From an optimization exercise on the open Yosys and OpenROAD flow, aimed at small area; shortcuts taken in it are not production practice. At most, simulation tests tie the RTL to the original design; equivalence was not proved. Power is estimated from default activity; no workload was simulated.

==> run R <==
==> flow/design.v <==
module mux2 #(parameter Width=8)
    (input wire [Width-1:0] d0,d1,
    input wire s,
    output wire [Width-1:0] y);
    assign y=s? d1:d0;
endmodule
module flop (
    input  wire clk, 
    input  wire reset,
    input  wire [31:0] d,
    output reg  [31:0] q  
);
    always @(posedge clk or posedge reset) begin
        if (reset) 
            q <= 32'b0;
        else 
            q <= d;
    end
endmodule
module Extender(
    input [23:0] Instruction, 
    input [1:0] ImmSrc,
    output reg [31:0] ExtImm  
);
always @(*) begin  
    case (ImmSrc)
        2'b00:ExtImm={24'b0 , Instruction[7:0]};  
        2'b01:ExtImm={20'b0 , Instruction[11:0]};  
        2'b10:ExtImm={{6{Instruction[23]}} , Instruction[23:0] , 2'b00};  
        default: ExtImm=32'bx;
    endcase
end
endmodule
module ALU (
    input [31:0] SrcA,
    input [31:0] SrcB,
    input [1:0] AluControl,
    output reg [31:0] AluOutput,
    output reg ZeroFlag,
    output reg CarryFlag,
    output reg OverflowFlag,
    output reg NegativeFlag
);
always @(*) begin
    AluOutput = 32'b0;
    CarryFlag = 0;
    OverflowFlag = 0;
    ZeroFlag = 0;
    NegativeFlag = 0;
    case (AluControl)
        2'b00: begin   
            AluOutput = SrcA & SrcB;
            CarryFlag = 0;
            OverflowFlag = 0;
        end
        2'b01: begin   
            AluOutput = SrcA | SrcB;
            CarryFlag = 0;
            OverflowFlag = 0;
        end
        2'b10: begin   
            {CarryFlag, AluOutput} = {1'b0, SrcA} + {1'b0, SrcB};
            OverflowFlag = (SrcA[31] == SrcB[31]) && (SrcA[31] != AluOutput[31]);
        end
        2'b11: begin   
            {CarryFlag, AluOutput} = {1'b0, SrcA} - {1'b0, SrcB};
            CarryFlag = (SrcA >= SrcB) ? 1 : 0;   
            OverflowFlag = (SrcA[31] != SrcB[31]) && (SrcA[31] != AluOutput[31]);
        end
        default: begin
            AluOutput = 32'b0;
            CarryFlag = 0;
            OverflowFlag = 0;
        end
    endcase
    ZeroFlag = (AluOutput == 32'b0);
    NegativeFlag = AluOutput[31];
end
endmodule
module adder (input [31:0] a,b,
    output [31:0] y);
    assign y = a + b;
endmodule
module GPR(
    input [31:0] R15, 
    input [3:0] A1,A2, 
    input clk,
    input [3:0] A3,  
    input [31:0] WD3,  
    output reg [31:0] RD1,RD2, 
    input WE3 
);
    reg [31:0] register[14:0];
    always@(*) begin  
        RD1=(A1==4'b1111)? R15 : register[A1];
        RD2=(A2==4'b1111)? R15 : register[A2];
    end
    always@(posedge clk) begin  
        if(WE3) begin
            register[A3]<=WD3; 
        end 
    end
endmodule
module datapath(
    input clk,
    input reset,
    input [1:0] RegSrc,
    input RegWrite,
    input [1:0] ImmSrc,
    input ALUSrc,
    input [1:0] ALUControl,
    input MemToReg,
    input PCSrc,
    output [3:0] ALUFlags,
    output [31:0] PC,
    input [31:0] Instr,
    output [31:0] ALUOutput, WriteData,
    input [31:0] ReadData
);
    wire [31:0] PCNext, PCReg, PCplus4, PCplus8;
    wire [31:0] ExtImm, SrcA, SrcB, Result;
    wire [3:0] A1, A2, A3;
    wire ZeroFlag, CarryFlag, OverflowFlag, NegativeFlag;
    assign ALUFlags = {NegativeFlag, ZeroFlag, CarryFlag, OverflowFlag};
    mux2 #(32) pcmux(
        .y(PCNext),
        .d0(PCplus4),
        .d1(Result),
        .s(PCSrc)
    );
    flop pcreg(
        .clk(clk),
        .reset(reset),
        .d(PCNext),
        .q(PCReg)
    );
    assign PC = PCReg;
    adder pcadd1(
        .a(PCReg),
        .b(32'b100),
        .y(PCplus4)
    );
    adder pcadd2(
        .a(PCplus4),
        .b(32'b100),
        .y(PCplus8)
    );
    mux2 #(4) ra1mux(
        .d0(Instr[19:16]),
        .d1(4'b1111),
        .s(RegSrc[0]),
        .y(A1)
    );
    mux2 #(4) ra2mux(
        .d0(Instr[3:0]),
        .d1(Instr[15:12]),
        .s(RegSrc[1]),
        .y(A2)
    );
    GPR rf(
        .clk(clk),
        .WE3(RegWrite),
        .A1(A1),
        .A2(A2),
        .A3(Instr[15:12]),
        .WD3(Result),
        .R15(PCplus8),
        .RD1(SrcA),
        .RD2(WriteData)
    );
    Extender ext(
        .Instruction(Instr[23:0]),
        .ImmSrc(ImmSrc),
        .ExtImm(ExtImm)
    );
    mux2 #(32) srcbmux(
        .d0(WriteData),
        .d1(ExtImm),
        .s(ALUSrc),
        .y(SrcB)
    );
    ALU alu(
        .SrcA(SrcA),
        .SrcB(SrcB),
        .AluControl(ALUControl),
        .AluOutput(ALUOutput),
        .ZeroFlag(ZeroFlag),
        .CarryFlag(CarryFlag),
        .OverflowFlag(OverflowFlag),
        .NegativeFlag(NegativeFlag)
    );
    mux2 #(32) resmux(
        .d0(ALUOutput),
        .d1(ReadData),
        .s(MemToReg),
        .y(Result)
    );
endmodule
==> flow/run.sh <==
#!/bin/bash
# synth_recipe.tcl (not shown) runs the flow's synth.tcl, then flattens the netlist and writes it again
# the make line also repeats each setting of config.mk as NAME=value (left out here)
make -C /OpenROAD-flow-scripts/flow DESIGN_CONFIG=/design/flow/config.mk WORK_HOME=/design/flow/orfs CLKGATE_MAP_FILE= SYNTH_SCRIPT=/design/flow/synth_recipe.tcl finish
==> flow/config.mk <==
export PLATFORM = sky130hd
export DESIGN_NAME = datapath
export DESIGN_NICKNAME = datapath
export VERILOG_FILES = /design/flow/design.v
export SDC_FILE = /design/flow/constraint.sdc
export NUM_CORES = 4
export LEC_CHECK = 0
export CAP_MARGIN = 20
export CORE_MARGIN = 2
export CORE_UTILIZATION = 40
export SLEW_MARGIN = 20
==> flow/constraint.sdc <==
create_clock -name core_clock -period 11.5 [get_ports {clk}]
set_input_delay 2.3000 -clock core_clock [delete_from_list [all_inputs] [get_ports {clk}]]
set_output_delay 2.3000 -clock core_clock [all_outputs]
set_load 0.01 [all_outputs]
==> inputs of run K, as changes to run R <==
==> flow/design.v, changed modules only <==
module datapath(
    input clk,
    input reset,
    input [1:0] RegSrc,
    input RegWrite,
    input [1:0] ImmSrc,
    input ALUSrc,
    input [1:0] ALUControl,
    input MemToReg,
    input PCSrc,
    output [3:0] ALUFlags,
    output [31:0] PC,
    input [31:0] Instr,
    output [31:0] ALUOutput, WriteData,
    input [31:0] ReadData
);
    reg  [31:0] PCReg;
    wire [28:0] pc_inc = PCReg[31:3] + 29'd1;
    wire [31:0] PCplus8 = {pc_inc, PCReg[2:0]};
    wire [31:0] PCplus4 = PCReg[2] ? {pc_inc, 1'b0, PCReg[1:0]}
                                   : {PCReg[31:3], 1'b1, PCReg[1:0]};
    assign PC = PCReg;
    wire [31:0] Result = MemToReg ? ReadData : ALUOutput;
    always @(posedge clk or posedge reset) begin
        if (reset) PCReg <= 32'b0;
        else       PCReg <= PCSrc ? Result : PCplus4;
    end
    reg [31:0] r [0:14];
    wire [3:0] A3 = Instr[15:12];
    integer k;
    always @(posedge clk) begin
        for (k = 0; k < 15; k = k + 1)
            if (RegWrite && A3 == k) r[k] <= Result;
    end
    wire [3:0] A1 = RegSrc[0] ? 4'hF : Instr[19:16];
    wire [3:0] A2 = RegSrc[1] ? Instr[15:12] : Instr[3:0];
    reg [31:0] SrcA, RD2;
    integer j;
    always @(*) begin
        SrcA = {32{A1 == 4'hF}} & PCplus8;
        RD2  = {32{A2 == 4'hF}} & PCplus8;
        for (j = 0; j < 15; j = j + 1) begin
            SrcA = SrcA | ({32{A1 == j}} & r[j]);
            RD2  = RD2  | ({32{A2 == j}} & r[j]);
        end
    end
    assign WriteData = RD2;
    wire [31:0] ExtImm = ImmSrc[1] ? {{6{Instr[23]}}, Instr[23:0], 2'b00}
                       : ImmSrc[0] ? {20'b0, Instr[11:0]}
                       :             {24'b0, Instr[7:0]};
    wire [31:0] SrcB = ALUSrc ? ExtImm : RD2;
    wire sub = ALUControl[1] & ALUControl[0];
    wire [31:0] Bx = SrcB ^ {32{sub}};
    wire [32:0] sum = {1'b0, SrcA} + {1'b0, Bx} + {32'b0, sub};
    wire [31:0] logic_out = ALUControl[0] ? (SrcA | SrcB) : (SrcA & SrcB);
    assign ALUOutput = ALUControl[1] ? sum[31:0] : logic_out;
    wire N = ALUOutput[31];
    wire Z = ~|ALUOutput;
    wire C = ALUControl[1] & sum[32];
    wire V = ALUControl[1] & (SrcA[31] == Bx[31]) & (sum[31] != SrcA[31]);
    assign ALUFlags = {N, Z, C, V};
endmodule
// module mux2 removed
// module flop removed
// module Extender removed
// module ALU removed
// module adder removed
// module GPR removed
Settings changed: GPL_TIMING_DRIVEN set to 0.
==> key figures <==
STA
  – Final worst path period share: 0.987
  – Worst hold slack: 708 ps
  – TNS Setup: 0 ps

Cells and area
  – Most frequent cells in the layout: nand2_1 (663), edfxtp_1 (480), buf_4 (415)
  – FILL cells: 7552
  – Most common cell after layout, fill and taps aside: nand2_1
  – Fin util: 0.501
  – Top Registers: rf.register: 480 flops, pcreg.q: 32 flops

Yosys
  – Commonest cells post-synth: nand2_1 (663), edfxtp_1 (480), nand3_1 (230)
  – Synth Area in Simple Gates: 0.188
  – Mux cell area share after synthesis: 0.0629

Die
  – Horiz. Die Dim: 288 µm

Power
  – Int Pwr: 4220 µW
  – Power, Total: 6520 µW
  – Power Density: 162 mW/mm²
  – Seq pwr share: 0.349

Status
  – Status: finished clean
[end of results for run R]
==> key figures <==
Yosys
  – Mapped Area: around 0.028 mm²
  – Synth Area in Simple Gates: 0.129
  – Mux cell area share after synthesis: 0.0292
  – Commonest cells post-synth: edfxtp_1 (480), nand2_1 (213), a22oi_1 (207)

STA
  – Final worst path period share: 1.00
  – TNS Setup: -13.2 ps
  – # setup viols final: 1
  – Final WS setup: -13.2 ps

Cells and area
  – Most frequent cells in the layout: edfxtp_1 (480), nand2_1 (210), a22oi_1 (207)
  – FILL cells: 6248
  – Most common cell after layout, fill and taps aside: edfxtp_1

Power
  – Int Pwr: 4060 µW
  – Power, Total: roughly 6200 µW

Die
  – Horiz. Die Dim: 270 µm

Status
  – Status: finished with violations
  – Layout Check Failures: negative setup slack

Clock tree
  – PostCTS Resize Cnt: 332
[end of results for run K]
Function not checked in run K: the RTL went through the layout flow alone.

[port drivers added, routing unchanged]
The results above use ideal ports. As a check the final layouts listed here were re-extracted and re-timed, cells and wires unchanged.
Step 1, drivers: a clkbuf_16 drives clk and a buf_2 each remaining input, both assumed.
Step 2 times the ports against the registers' clock, not the clock port: input delays grow and output delays shrink by t, the midpoint of the rising clock arrivals with the driver on.
a / b / c = ideal / step 1 / step 2; a / b = the first two.
| run | t, ns | slack for setup (ns) | hold slack, ns | clock arrival spread, ns | worst data-port slew with drivers (ns) |
|---|---|---|---|---|---|
| run R | 0.689 | 0.144 / 0.117 / 0.117 | 0.708 / 0.708 / 0.708 | 0.039 / 0.040 | 0.11 |
| run K | 0.696 | -0.013 / -0.038 / -0.038 | 0.673 / 0.673 / 0.673 | 0.031 / 0.031 | 0.09 |
The setup slack of run R, which loses most, moves by -0.027 ns with the drivers and by -0.027 ns with both steps.
